Background: an optimization exercise with open tools, aiming at small area, a short achievable clock period and few clock cycles per item. Do not read the settings as production practice. Only simulation tests tie the RTL to the original design; equivalence was not proved.

== before ==
==> module si570_math, before the edit <==
module si570_math
(
    input             clk, resetn,
    input      [47:0] old_si570_regs,
    output     [47:0] new_si570_regs,
    output     [31:0] fxtal,
    input             start,
    output            idle
);
localparam NI  = 6;
localparam NC1 = (NI + 32) / 2;            
localparam NCS = 32 / 2;                   
localparam NC2 = 42 / 3;                   
wire[ 2:0] in_hs  = old_si570_regs[47:45];
wire[ 6:0] in_n1  = old_si570_regs[44:38];
wire[37:0] in_rf  = old_si570_regs[37:0];
reg        busy;
reg        prep1;        
reg        prep2;        
reg        sk;           
reg [4:0]  cnt;          
reg [3:0]  cnt2;         
reg [37:0] rfn;          
reg [39:0] r3n;          
reg        int_ph;       
reg [10:0] k;            
reg [12:0] k3n;          
reg [37:0] p1;           
reg [31:0] fq;           
reg [10:0] p2;           
reg [41:0] qd;           
assign fxtal          = fq;
assign new_si570_regs = {3'd0, 7'd3, qd[37:0]};
assign idle           = ~busy & ~start;
wire [7:0]  in_n  = {1'b0, in_n1} + 8'd1;
wire [10:0] in_k  = {1'b0, in_n, 2'b0} + (in_hs[0] ? {3'd0, in_n} : 11'd0)
                  + (in_hs[1] ? {2'd0, in_n, 1'b0} : 11'd0) + (in_hs[2] ? {1'b0, in_n, 2'b0} : 11'd0);
wire [33:0] mt0 = {k, 23'd0};
wire [33:0] mt1 = {3'd0, k, 20'd0};
wire [33:0] mt2 = {5'd0, k, 18'd0};
wire [33:0] mt3 = {7'd0, k, 16'd0};
wire [33:0] mt4 = {14'd0, k, 9'd0};
wire [33:0] mt5 = {15'd0, k, 8'd0};
wire [33:0] mt6 = ~{20'd0, k, 3'd0};      
wire [33:0] mt7 = {23'd0, k};
wire [33:0] ms1, mc1, ms2, mc2, ms3, mc3, ms4, mc4, ms5, mc5, ms, mc;
csa #(34) i_m1 (mt0, mt1, mt2, ms1, mc1);
csa #(34) i_m2 (mt3, mt4, mt5, ms2, mc2);
csa #(34) i_m3 (ms1, mc1, ms2, ms3, mc3);
csa #(34) i_m4 (mc2, mt6, mt7, ms4, mc4);
csa #(34) i_m5 (ms3, mc3, ms4, ms5, mc5);
csa #(34) i_m6 (ms5, mc5, mc4, ms, mc);
wire [12:0] k3 = {1'b0, k, 1'b0} + {2'd0, k};
wire [43:0] es, ec, e;
csa #(44) i_e1 ({1'b0, ~rfn, 5'd0}, {6'd0, ~rfn}, {34'd0, k[10:1]}, es, ec);
add_sk #(44) i_e (.a(es), .b(ec), .ci(1'b0), .s(e), .co());
wire [37:0] r1;
wire [1:0]  q1;
wire [39:0] sum1;        
wire [39:0] sum2;        
div4_step #(.WIDTH(38)) u_div1 (
    .rem_in (p1),
    .bits_in(fq[31:30] & {2{int_ph}}),
    .divn   (rfn),
    .div3n  (r3n),
    .rem_out(r1),
    .q      (q1),
    .sum1   (sum1),
    .sum2   (sum2)
);
wire [33:0] m = sum1[33:0];
wire skip = (in_rf[37:34] != 0)
          | ((in_rf[37:33] != 0) && (k <= 11'd879))
          | ((in_rf[37:31] != 0) && (k <= 11'd219))
          | ((in_rf[37:29] != 0) && (k <= 11'd54));
wire [10:0] r2a, r2;
wire [1:0]  q2a;
wire        q2b;
wire [2:0]  q2 = {q2a, q2b};
div4_step #(.WIDTH(11)) u_div2a (
    .rem_in (p2),
    .bits_in(qd[41:40]),
    .divn   (~k),
    .div3n  (k3n),
    .rem_out(r2a),
    .q      (q2a),
    .sum1   (),
    .sum2   ()
);
uint_div #(.WIDTH(11)) u_div2b (
    .rem_in (r2a),
    .bit_in (qd[39]),
    .divn   (~k),
    .rem_out(r2),
    .q      (q2b),
    .sum    ()
);
wire rf_phase = (cnt2 != 4'hF);
always @(posedge clk) begin
    if (resetn == 0) begin
        busy  <= 1'b0;
        prep1 <= 1'b0;
        prep2 <= 1'b0;
    end else if (!busy) begin
        if (start) begin
            busy  <= 1'b1;
            prep1 <= 1'b1;
        end
    end else if (prep1) begin
        prep1 <= 1'b0;
        prep2 <= 1'b1;
    end else if (prep2) begin
        prep2 <= 1'b0;
    end else if (cnt == 0) begin
        busy  <= 1'b0;
    end
end
always @(posedge clk) begin
    k3n <= ~k3;
    if (!busy) begin
        k      <= in_k;
        p1     <= {2'b11, ~in_rf[37:2]};
        int_ph <= 1'b1;
    end else if (prep1 | prep2) begin
        int_ph <= 1'b1;
    end else begin
        int_ph <= (cnt > NC1 - NI / 2);
    end
    if (prep1) r3n <= sum2;
    if (prep1) begin
        p1  <= {6'd0, ms[33:2]};
        rfn <= {4'd0, mc};
        cnt <= NC1 - 1;
    end else begin
        rfn <= ~in_rf;
        if (prep2) begin
            p1  <= skip ? {4'd0, m} : m[33:NI];
            cnt <= skip ? NCS - 1 : NC1 - 1;
        end else begin
            if (busy) p1 <= r1;
            cnt <= cnt - 1;
        end
    end
    if (prep1) begin
        p2   <= {9'd0, e[43:42]};
        cnt2 <= NC2 - 1;
    end else begin
        p2   <= r2;
        if (rf_phase) cnt2 <= cnt2 - 1;
    end
end
always @(posedge clk) begin
    if (!busy) begin
        if (start) fq[31:30] <= ~in_rf[1:0];
    end else if (prep1) begin
        fq[31:30] <= ms[1:0];
        qd        <= e[41:0];
    end else if (prep2) begin
        fq[31:26] <= skip ? 6'd0 : m[NI-1:0];
        if (rf_phase) qd <= {qd[38:0], q2};
    end else if (busy) begin
        fq <= {fq[29:0], q1};
        if (rf_phase) qd <= {qd[38:0], q2};
    end
end
endmodule
Settings: LEC_CHECK=0, CAP_MARGIN=20, CORE_MARGIN=2, CORE_UTILIZATION=55, SETUP_SLACK_MARGIN=2.0, SLEW_MARGIN=20; clock period 6.5 ns.
run.sh (not shown) runs the stock make flow with config.mk's settings and CLKGATE_MAP_FILE= SYNTH_SCRIPT=/design/flow/synth_recipe.tcl, a recipe that flattens the netlist after the stock synthesis.
Testbench counts of before, summed over its fixed seeds: cycles 7,572, items 384.
Inputs modified between before and after:
-- flow/design.v --
<<< before, line 173
reg        sk;           
reg [4:0]  cnt;          
reg [3:0]  cnt2;         
reg [37:0] rfn;          
reg [39:0] r3n;          
reg        int_ph;       
reg [10:0] k;            
reg [12:0] k3n;          
reg [37:0] p1;           
>>> after, line 173
reg        sk;           
reg [4:0]  cnt;          
reg [37:0] rfn;          
reg [39:0] r3n;          
reg        int_ph;       
reg [10:0] kn;           
wire [10:0] k = ~kn;
reg [12:0] k3n;          
reg [37:0] p1;           
<<< before, line 234
    .rem_in (p2),
    .bits_in(qd[41:40]),
    .divn   (~k),
    .div3n  (k3n),
    .rem_out(r2a),
>>> after, line 234
    .rem_in (p2),
    .bits_in(qd[41:40]),
    .divn   (kn),
    .div3n  (k3n),
    .rem_out(r2a),
<<< before, line 244
    .rem_in (r2a),
    .bit_in (qd[39]),
    .divn   (~k),
    .rem_out(r2),
    .q      (q2b),
    .sum    ()
);
wire rf_phase = (cnt2 != 4'hF);
always @(posedge clk) begin
    if (resetn == 0) begin
>>> after, line 244
    .rem_in (r2a),
    .bit_in (qd[39]),
    .divn   (kn),
    .rem_out(r2),
    .q      (q2b),
    .sum    ()
);
wire rf_phase = prep2 | (sk ? (cnt >= NCS - NC2 + 1) : (cnt >= NC1 - NC2 + 1));
always @(posedge clk) begin
    if (resetn == 0) begin
<<< before, line 272
    k3n <= ~k3;
    if (!busy) begin
        k      <= in_k;
        p1     <= {2'b11, ~in_rf[37:2]};
        int_ph <= 1'b1;
>>> after, line 272
    k3n <= ~k3;
    if (!busy) begin
        kn     <= ~in_k;
        p1     <= {2'b11, ~in_rf[37:2]};
        int_ph <= 1'b1;
<<< before, line 290
            p1  <= skip ? {4'd0, m} : m[33:NI];
            cnt <= skip ? NCS - 1 : NC1 - 1;
        end else begin
            if (busy) p1 <= r1;
>>> after, line 290
            p1  <= skip ? {4'd0, m} : m[33:NI];
            cnt <= skip ? NCS - 1 : NC1 - 1;
            sk  <= skip;
        end else begin
            if (busy) p1 <= r1;
<<< before, line 295
        end
    end
    if (prep1) begin
        p2   <= {9'd0, e[43:42]};
        cnt2 <= NC2 - 1;
    end else begin
        p2   <= r2;
        if (rf_phase) cnt2 <= cnt2 - 1;
    end
end
always @(posedge clk) begin
>>> after, line 296
        end
    end
    p2 <= prep1 ? {9'd0, e[43:42]} : r2;
end
always @(posedge clk) begin
==> comparison <==
after completed every stage of the flow, and the final layout passed the timing, design-rule and antenna checks.
Register area share after synthesis: higher on before
Synthesized area in after is about 3% higher than in before
before → after: core utilization moved down; global-route usage moved up.
Re fraction of standard cell area that is sequential: after is 0.76 points down on before.
Total non-filler cell area in the finished layout: higher on after
Compared with before, after shows a higher final-layout fill cell count.
Going from before to after, maximum fanout along the worst path decreased by 1 relative to the old numbers; maximum cell stage delay along the critical path shows no meaningful change; clock buffer count -21%; clock skew after layout went down 0.0051 ns.
Testbench counts of after, summed over its fixed seeds: cycles 7,572, items 384.

-- port drivers added, routing unchanged --
Ports are ideal in the flow. The routed layouts listed here were re-timed in OpenROAD. Step 1 (the two cells are an assumption about what drives the block):
set clk [get_ports {clk}]
set_driving_cell -lib_cell sky130_fd_sc_hd__clkbuf_16 $clk
set_driving_cell -lib_cell sky130_fd_sc_hd__buf_2 [delete_from_list [all_inputs] $clk]
Step 2, shift: input delay + t, output delay - t, t = (earliest + latest rising clock arrival at the registers) / 2. This alone moves slack from input paths to output paths. a / b / c = ideal ports / drivers / drivers and shift; a / b = the first two.
run	t, ns	slack for setup (ns)	latest minus earliest clock arrival (ns)
before	0.639	1.831 / 1.831 / 1.529	0.020 / 0.019
after	0.644	2.004 / 2.004 / 1.558	0.016 / 0.016
After both steps every run listed still meets setup and hold. The setup slack of after, which loses most, moves by 0.000 ns with the drivers and by -0.446 ns with both steps.
